Context: an optimization exercise on an open-source flow, tuned for a short achievable clock period and few clock cycles. The choices shown serve that exercise and are no tape-out recipe. Function was checked by simulation only, so behaviour that the tests miss may differ from the original. Power is estimated from default activity; no workload was simulated.

==> flow/design.v <==
module KSAdd #(parameter W = 32) (S, CO, A, B, CI);
output [W-1:0] S;
output         CO;
input  [W-1:0] A, B;
input          CI;
wire [W-1:0] p0 = A ^ B;
wire [W:0]   gl [0:6];
wire [W:0]   pl [0:6];
assign gl[0] = {A & B, CI};
assign pl[0] = {p0, 1'b0};
genvar l, i;
generate
  for (l = 0; l < 6; l = l + 1) begin : lev
    for (i = 0; i <= W; i = i + 1) begin : bit_
      if (i >= (1 << l)) begin : comb
        assign gl[l+1][i] = gl[l][i] | (pl[l][i] & gl[l][i - (1 << l)]);
        assign pl[l+1][i] = pl[l][i] & pl[l][i - (1 << l)];
      end else begin : pass
        assign gl[l+1][i] = gl[l][i];
        assign pl[l+1][i] = pl[l][i];
      end
    end
  end
endgenerate
assign S  = p0 ^ gl[6][W-1:0];
assign CO = gl[6][W];
endmodule
module PipelinedMIPS(Clk,Rst,imem_addr,imem_rdata,dmem_addr,dmem_wdata,dmem_we,dmem_rdata);
input Clk,Rst;
output [31:0] imem_addr;
input  [31:0] imem_rdata;
output [31:0] dmem_addr;
output [31:0] dmem_wdata;
output        dmem_we;
input  [31:0] dmem_rdata;
localparam BI = 6;                  
localparam BN = 1 << BI;
reg  [31:2] pc;
reg  [BN-1:0] bp_v;                 
reg  [BN-1:0] bp_t;                 
reg         d_v;
reg  [31:0] d_ins;
reg  [31:1] d_rso, d_rto;           
reg  [31:2] d_pc4;
reg  [BI-1:0] d_pci;
reg         d_pred;                 
reg         d_late;                 
reg         e_v;
reg  [31:0] e_a, e_b, e_sd;
reg         e_fa, e_fb, e_fs;
reg         e_add, e_sub, e_and, e_or, e_nor, e_slt, e_sll, e_srl, e_sra;
reg  [4:0]  e_sh;
reg  [4:0]  e_dst;
reg         e_rw, e_ld, e_st, e_br, e_beq, e_meq, e_mne;
reg  [31:2] e_rtgt;
reg  [BI-1:0] e_pci;
reg  [31:0] m_res, m_sd;
reg  [4:0]  m_dst;
reg         m_rw, m_ld, m_we;
reg  [31:0] rf [1:31];
integer k;
wire [31:0] fi = imem_rdata;
wire        f_j  = (fi[31:26] == 6'h02);
wire        f_br = (fi[31:27] == 5'b00010);           
wire [31:2] pc4  = pc + 30'd1;
wire [31:2] f_jtgt = {pc4[31:28], fi[25:0]};
reg  [31:2] f_near;
always @(*) begin
  f_near = pc4;
  for (k = 1; k < 8; k = k + 1)
    if (fi[2:0] == k) f_near = pc4 + k;
end
wire        f_short = (fi[15:3] == 13'd0);
wire [BI-1:0] f_pci = pc[BI+1:2];
wire        f_pred = f_br && (bp_v[f_pci] ? bp_t[f_pci] : fi[15]);
wire [31:2] f_npc = f_j ? f_jtgt : (f_pred && f_short) ? f_near : pc4;
reg  [31:1] f_rso, f_rto;
always @(*) begin
  for (k = 1; k < 32; k = k + 1) begin
    f_rso[k] = (fi[25:21] == k);
    f_rto[k] = (fi[20:16] == k);
  end
end
wire [5:0]  op  = d_ins[31:26];
wire [4:0]  rs  = d_ins[25:21];
wire [4:0]  rt  = d_ins[20:16];
wire [4:0]  rd  = d_ins[15:11];
wire [5:0]  fn  = d_ins[5:0];
wire [15:0] imm = d_ins[15:0];
wire is_r    = (op == 6'h00);
wire is_addi = (op == 6'h08);
wire is_slti = (op == 6'h0A);
wire is_andi = (op == 6'h0C);
wire is_ori  = (op == 6'h0D);
wire is_lw   = (op == 6'h23);
wire is_sw   = (op == 6'h2B);
wire is_beq  = (op == 6'h04);
wire is_bne  = (op == 6'h05);
wire is_br   = is_beq | is_bne;
wire is_ialu = is_addi | is_slti | is_andi | is_ori;
wire is_shift = is_r && (fn == 6'h00 || fn == 6'h02 || fn == 6'h03);
wire uses_rs = (is_r && !is_shift) || is_ialu || is_lw || is_sw || is_br;
wire uses_rt = is_r || is_sw || is_br;
wire use_imm = is_ialu || is_lw || is_sw;
wire [4:0] d_dst = is_r ? rd : (is_ialu || is_lw) ? rt : 5'd0;
wire [31:0] sext  = {{16{imm[15]}}, imm};
wire [31:0] d_imm = (is_andi || is_ori) ? {16'd0, imm} : sext;
wire [31:0] m_val = m_ld ? dmem_rdata : m_res;
reg  [31:0] rs_rf, rt_rf;
always @(*) begin
  rs_rf = 32'd0;
  rt_rf = 32'd0;
  for (k = 1; k < 32; k = k + 1) begin
    rs_rf = rs_rf | ({32{d_rso[k]}} & rf[k]);
    rt_rf = rt_rf | ({32{d_rto[k]}} & rf[k]);
  end
end
wire [31:0] rs_val = (m_rw && m_dst == rs) ? m_val : rs_rf;
wire [31:0] rt_val = (m_rw && m_dst == rt) ? m_val : rt_rf;
wire fwd_s = e_rw && (e_dst == rs);
wire fwd_t = e_rw && (e_dst == rt);
wire stall = d_v && e_ld && ((uses_rs && fwd_s) || (uses_rt && fwd_t));
wire [31:2] d_btgt = d_pc4 + {{14{imm[15]}}, imm};
wire        d_redir = d_v && d_late;
wire [31:0] A  = e_fa ? m_res : e_a;
wire [31:0] B  = e_fb ? m_res : e_b;
wire [31:0] SD = e_fs ? m_res : e_sd;
wire [31:0] sum, diff;
wire        sum_co, diff_co;
KSAdd #(32) add_u (sum, sum_co, A, B, 1'b0);
KSAdd #(32) sub_u (diff, diff_co, A, ~B, 1'b1);
wire        lt   = (A[31] != B[31]) ? A[31] : diff[31];
wire [31:0] shl  = B << e_sh;
wire [63:0] shx  = {{32{e_sra & B[31]}}, B} >> e_sh;
wire [31:0] shr  = shx[31:0];
wire [31:0] res = ({32{e_add}} & sum) | ({32{e_sub}} & diff) | ({32{e_and}} & (A & B)) |
                  ({32{e_or}} & (A | B)) | ({32{e_nor}} & ~(A | B)) | ({32{e_slt}} & {31'd0, lt}) |
                  ({32{e_sll}} & shl) | ({32{e_srl | e_sra}} & shr);
wire eq00  = (e_a == e_b);
wire eq10  = (m_res == e_b);
wire eq01  = (e_a == m_res);
wire eq    = e_fa ? (e_fb ? 1'b1 : eq10) : (e_fb ? eq01 : eq00);
wire e_mis = eq ? e_meq : e_mne;
wire taken = eq ? e_beq : !e_beq;
assign imem_addr  = {pc, 2'b00};
assign dmem_addr  = m_res;
assign dmem_wdata = m_sd;
assign dmem_we    = m_we;
always @(posedge Clk) begin
  if (Rst)
    pc <= 30'd0;
  else if (e_mis)
    pc <= e_rtgt;
  else if (stall)
    pc <= pc;
  else if (d_redir)
    pc <= d_btgt;
  else
    pc <= f_npc;
end
always @(posedge Clk) begin
  if (Rst || e_mis || (d_redir && !stall))
    d_v <= 1'b0;
  else if (!stall)
    d_v <= 1'b1;
  if (!stall) begin
    d_ins  <= fi;
    d_rso  <= f_rso;
    d_rto  <= f_rto;
    d_pc4  <= pc4;
    d_pci  <= f_pci;
    d_pred <= f_pred;
    d_late <= f_pred && !f_short;
  end
end
wire d_go = d_v && !e_mis && !stall && !Rst;
always @(posedge Clk) begin
  if (Rst)
    e_v <= 1'b0;
  else
    e_v <= d_go;
  e_rw  <= d_go && (d_dst != 5'd0);
  e_st  <= d_go && is_sw;
  e_br  <= d_go && is_br;
  e_meq <= d_go && is_br && (is_beq ^ d_pred);
  e_mne <= d_go && is_br && (is_bne ^ d_pred);
  e_a   <= rs_val;
  e_b   <= use_imm ? d_imm : rt_val;
  e_sd  <= rt_val;
  e_fa  <= fwd_s;
  e_fb  <= fwd_t && !use_imm;
  e_fs  <= fwd_t;
  e_add <= (is_r && fn == 6'h20) || is_addi || is_lw || is_sw;
  e_sub <= is_r && fn == 6'h22;
  e_and <= (is_r && fn == 6'h24) || is_andi;
  e_or  <= (is_r && fn == 6'h25) || is_ori;
  e_nor <= is_r && fn == 6'h27;
  e_slt <= (is_r && fn == 6'h2A) || is_slti;
  e_sll <= is_r && fn == 6'h00;
  e_srl <= is_r && fn == 6'h02;
  e_sra <= is_r && fn == 6'h03;
  e_sh  <= d_ins[10:6];
  e_dst <= d_dst;
  e_ld  <= is_lw;
  e_beq <= is_beq;
  e_rtgt <= d_pred ? d_pc4 : d_btgt;
  e_pci <= d_pci;
end
always @(posedge Clk) begin
  if (Rst) begin
    m_rw <= 1'b0;
    m_we <= 1'b0;
  end else begin
    m_rw <= e_rw;
    m_we <= e_st;
  end
  m_ld  <= e_ld;
  m_res <= res;
  m_sd  <= SD;
  m_dst <= e_dst;
end
always @(posedge Clk) begin
  if (m_rw)
    rf[m_dst] <= m_val;
end
reg          u_en, u_t;
reg [BI-1:0] u_i;
always @(posedge Clk) begin
  u_en <= !Rst && e_br;
  u_t  <= taken;
  u_i  <= e_pci;
end
always @(posedge Clk) begin
  if (Rst)
    bp_v <= {BN{1'b0}};
  else if (u_en)
    bp_v[u_i] <= 1'b1;
  if (u_en)
    bp_t[u_i] <= u_t;
end
endmodule
==> flow/flow/run.sh <==
#!/bin/bash
# Standard ORFS layout, with timing repair pushed past the 10 ns target (setup margin) and
# without the full-adder cell mapping, whose cells split the adders into slow ripple chains.
set -euo pipefail
bash standard.sh SETUP_SLACK_MARGIN=6.7 ADDER_MAP_FILE= finish > flow_make.log 2>&1
==> flow/standard.sh <==
#!/bin/bash
# synth_recipe.tcl (not shown) runs the flow's synth.tcl, then flattens the netlist and writes it again
# the make line also repeats each setting of config.mk as NAME=value (left out here)
make -C /OpenROAD-flow-scripts/flow DESIGN_CONFIG=/design/flow/config.mk WORK_HOME=/design/flow/orfs CLKGATE_MAP_FILE= SYNTH_SCRIPT=/design/flow/synth_recipe.tcl "${@:-finish}"
==> flow/config.mk <==
export PLATFORM = sky130hd
export DESIGN_NAME = PipelinedMIPS
export DESIGN_NICKNAME = PipelinedMIPS
export VERILOG_FILES = /design/flow/design.v
export SDC_FILE = /design/flow/constraint.sdc
export NUM_CORES = 4
export LEC_CHECK = 0
export CAP_MARGIN = 40
export CORE_MARGIN = 2
export CORE_UTILIZATION = 40
export SLEW_MARGIN = 40
==> flow/constraint.sdc <==
create_clock -name core_clock -period 10.0 [get_ports {Clk}]
set_input_delay 2.0000 -clock core_clock [delete_from_list [all_inputs] [get_ports {Clk}]]
set_output_delay 2.0000 -clock core_clock [all_outputs]
set_load 0.01 [all_outputs]
==> summary.txt <==
==> state kept, by name (all words and copies together) (netlist names), 6 cells and up <==
name,cells
pc,30
e_pci,6
d_rto,31
m_res,32
e_sd,32
e_rtgt,30
bp_t,64
d_pci,6
m_sd,32
rf,992
d_rso,31
d_pc4,30
e_a,32
d_ins,32
bp_v,64
e_b,32
u_i,6
==> synth_stat cells, drive strengths merged, types with 31 or more instances <==
master	n	share of area
nor2	386	0.020
edfxtp	1188	0.49
nor3	127	0.0091
mux2i	179	0.025
xnor2	196	0.024
a22o	463	0.056
nand3	79	0.0055
nand2	322	0.017
nor2b	38	0.0033
a21oi	258	0.018
a222oi	64	0.0088
xor2	98	0.012
maj3	36	0.0051
a221oi	469	0.057
a31oi	47	0.0040
mux2	166	0.026
o22ai	31	0.0028
inv	81	0.0042
buf	86	0.0065
nor4	31	0.0028
dfxtp	336	0.093
o21ai	238	0.017
o211ai	39	0.0040
nand4	158	0.014
clkbuf	356	0.018
nand2b	41	0.0036
mux4	50	0.015
==> timing repair <==
| item | CTS | global route |
|---|---|---|
| pin swaps | 115 | 98 |
| setup buffers | 242 | 55 |
| cloned | 20 | 9 |
| resized for setup | 916 | 228 |
| setup endpoints to repair | 428 | 554 |
==> power breakdown <==
group | internal, uW | leakage (uW) | switching (uW) | total [uW]
combinational | 1020 | 0.0138 | 1670 | 2690
clock | 3450 | 0.00258 | 2720 | 6170
sequential | 6980 | 0.0141 | 186 | 7170
total | 11500 | 0.0305 | 4570 | 16000
==> critical path, cell delays in order, from the launching register on <==
cell,delay [ns]
sky130_fd_sc_hd__dfxtp_4,0.39
sky130_fd_sc_hd__buf_12,0.16
sky130_fd_sc_hd__buf_6,0.18
sky130_fd_sc_hd__mux2_4,0.38
sky130_fd_sc_hd__xnor2_4,0.19
sky130_fd_sc_hd__nand4_1,0.27
sky130_fd_sc_hd__nor4_2,0.24
sky130_fd_sc_hd__nand4_1,0.36
sky130_fd_sc_hd__o41a_1,0.63
sky130_fd_sc_hd__mux2i_4,0.26
sky130_fd_sc_hd__buf_12,0.17
sky130_fd_sc_hd__and2_4,0.19
sky130_fd_sc_hd__nand2b_4,0.12
sky130_fd_sc_hd__o32ai_2,0.29
sky130_fd_sc_hd__a31o_1,0.12
==> how the worst max path moves through the flow <==
stage                        end  slack, ns  cells after the start
final                     pc[27]       5.93                     14
after CTS                 pc[27]       6.18                     16
after floorplan           pc[12]       5.77                      9
after global placement    pc[24]       4.50                     11
after detailed placement   e_mne       4.51                     14
after global routing      pc[27]       5.97                     14
==> area by class of cell <==
| type | count | area (sq um) | share of cell area |
|---|---|---|---|
| Inverter | 83 | 369 | 0.00415 |
| Sequential cell | 1524 | 42700 | 0.479 |
| Timing Repair Buffer | 694 | 6780 | 0.0761 |
| Multi-Input combinational cell | 3875 | 30800 | 0.346 |
| Timing Repair inverter | 8 | 58.8 | 0.000661 |
| Antenna cell | 13 | 32.5 | 0.000365 |
| Tap cell | 2370 | 2970 | 0.0333 |
| Clock inverter | 97 | 1090 | 0.0122 |
| Clock buffer | 192 | 4220 | 0.0474 |
==> cells by family after synthesis <==
| logic type | share of synthesized area |
|---|---|
| AO/OA/AOI/OAI | 0.193 |
| AND/OR/NAND/NOR | 0.0872 |
| other | 0.0000516 |
| XOR/XNOR | 0.0355 |
| buffers and inverters | 0.0291 |
| flip-flops | 0.583 |
| adder cells (fa/ha/maj) | 0.00510 |
| multiplexers | 0.0668 |
==> stage by stage <==
step	cell area, sq um	hold WS (ns)	setup slack (ns)
after floorplan	73200	0.310	5.77
after global placement	77600	0.313	4.50
after detailed placement	77900	0.312	4.51
after CTS	87200	0.326	6.18
after global routing	89000	0.327	5.97
final	89000	0.327	5.93
==> per-layer routing <==
metal	global-route usage	up-vias
met3	0.135	1736
li1	-	24700
met2	0.514	6501
met4	0.244	10
met5	0.00416	-
met1	0.476	31200
==> key figures <==
Routing
  • Number of vias per cell after detailed routing: between 7 and 8
  • Routed length on met3: 55700 um
  • Per-cell routed wire length: 40.1 um
  • Met2 routed WL: 142000 um
  • DRC violation total after the first TritonRoute iteration: 13600
  • Uppermost routed layer: met5
  • DRT antenna net count: 0
  • Initial DRT Pass Iterations: 12
  • Total routed wire length on the met1 layer: between 100000 and 150000 um
  • Routed via count: between 60000 and 70000
  • Final routed DRC violation total: 0
  • Post-detailed-routing wire length: 355000 um

Run
  • Count of max-cap constraint violations: 0

Clock tree
  • Number of H-tree levels: 4
  • Clock input transition at the sequential cells of the worst setup and hold paths: 0.07 ns
  • Num CTS Buffers: 160
  • Root buffer selected by CTS: sky130_fd_sc_hd__clkbuf_16
  • Clock network latency to the later pin of the worst-skew pair: ~0.86 ns
  • CTS sink cnt: ~1500
  • Number of buffers inserted for hold repair after clock tree synthesis: 0
  • Clock tree from TritonCTS: yes
  • Number of buffers between clock root and the deepest sink: 3

Pwr
  • Power per standard cell area: 180 nW/um^2
  • Power Total: roughly 16000 uW
  • Max VDD drop: 0.149 mV
  • Total leakage power: 0.0305 uW

Min path
  • Min-Delay Path Class: reg2reg
  • Hold path endpoint: u_i[4]
  • Hold depth: 0
  • Origin of the worst min-delay path: e_pci[4]

Place
  • GPL Wtd Cong: 1.02
  • Number of placed instances, taps included: 8218
  • Port bufs: 160
  • DP Wirelength: 208000 um

Timing
  • Worst-margin pin slew: 1.07 ns
  • Final count of pins violating max slew: 0
  • Setup skew after layout: 0.0536 ns
  • Final critical-path share of the clock period: 0.407
  • Count of endpoints failing setup in the final report: 0
  • Hold Violations, Final: 0
  • Max Clk Rate: 246 MHz
  • Setup repair after global routing missed its margin: true
  • Minimum period implied by the final worst setup slack: 4.07 ns
  • Remaining max-slew budget at the tightest pin: 0.269
  • Total negative setup slack: 0 ns

Worst setup path
  • Length in cells of the worst reg-to-reg path: 14
  • R2R Path Start: e_fb
  • Critical Path Start: e_fb
  • CP arrival: 4.83 ns
  • Largest fanout on the critical path: 6
  • Crit start category: register
  • Endpoint of the lowest-slack register-to-register path: pc[27]
  • Register-to-register setup slack: between 5 and 6 ns
  • CP Class: reg2reg
  • Endpoint required time on the critical path: between 10 and 15 ns
  • Category of the worst setup path capture point: register

Synth
  • Number of flops mapped to enable cells by yosys: roughly 1200
  • Count of unique library cells instantiated by Yosys: 109
  • Total standard cell area after synthesis: 72700 sq um
  • Post-synthesis sequential element count: 1524
  • Synthesized area divided by synthesized cell count: 12.3 sq um
  • Synth Instances: around 6000
  • Sequential element share of the synthesized area: 0.583
  • YS warnings: 2
  • Proportion of synthesized flip-flops having asynchronous set or reset: 0
  • Prevailing post-synth register cell: sky130_fd_sc_hd__edfxtp_1

Floorplan
  • Die span in x: 430 um
  • Core ar.: 181000 sq um
  • Vertical die dimension: ~430 um
  • Effective utilization at floorplan: 0.402
  • Placement Rows: 156
  • Die Area: between 150000 and 200000 sq um
  • I/O pins: 163

Global route
  • GRT Resource Usage Total: 0.368
  • Vias in the first global route: 60100
  • Global-route wire length before repair: 479000 um
  • Pin count of the biggest net entering global routing: 86
  • Total congestion overflow after global routing: 0
  • Antenna violations before repair: 13

Final layout
  • Share of final-layout standard cells stronger than drive strength 1: 0.250
  • Final net count: about 6400
  • Post-layout util: 0.492
  • Area growth from synthesis to layout: 22.5%
  • Count of filler cells inserted in the layout: 15600
  • Commonest non-fill, non-tap cells in the layout: sky130_fd_sc_hd__edfxtp_1 (1188), sky130_fd_sc_hd__a221oi_1 (464), sky130_fd_sc_hd__a22o_1 (463)
  • Post-layout instance count excluding filler cells: a little under 9000
  • Most frequent standard cell in the layout excluding fill and tap cells: sky130_fd_sc_hd__edfxtp_1

Status
  • Result of the run: timing/DRC/antenna clean
Testbench counts, summed over its fixed seeds: cycles 30,107.

## re-timing with driven ports
No port has a modelled driver above. Below, the same layout with a new extraction and two added sets of constraints. Step 1 assumes that a clkbuf_16 drives the clock port and a buf_2 every other input. Step 2, shift: input delay + t, output delay - t, t = (earliest + latest rising clock arrival at the registers) / 2. This alone moves slack from input paths to output paths. Slacks: ideal / step 1 / step 2; pairs: ideal / step 1.
t, ns: 0.915
setup slack, ns: 5.930 / 5.930 / 5.312
worst hold slack (ns): 0.327 / 0.327 / 0.327
worst data-port slew with drivers (ns): 0.09
After both steps setup and hold are still met in this run. For this run, drivers alone change the setup slack by 0.000 ns; drivers and shift together by -0.618 ns.
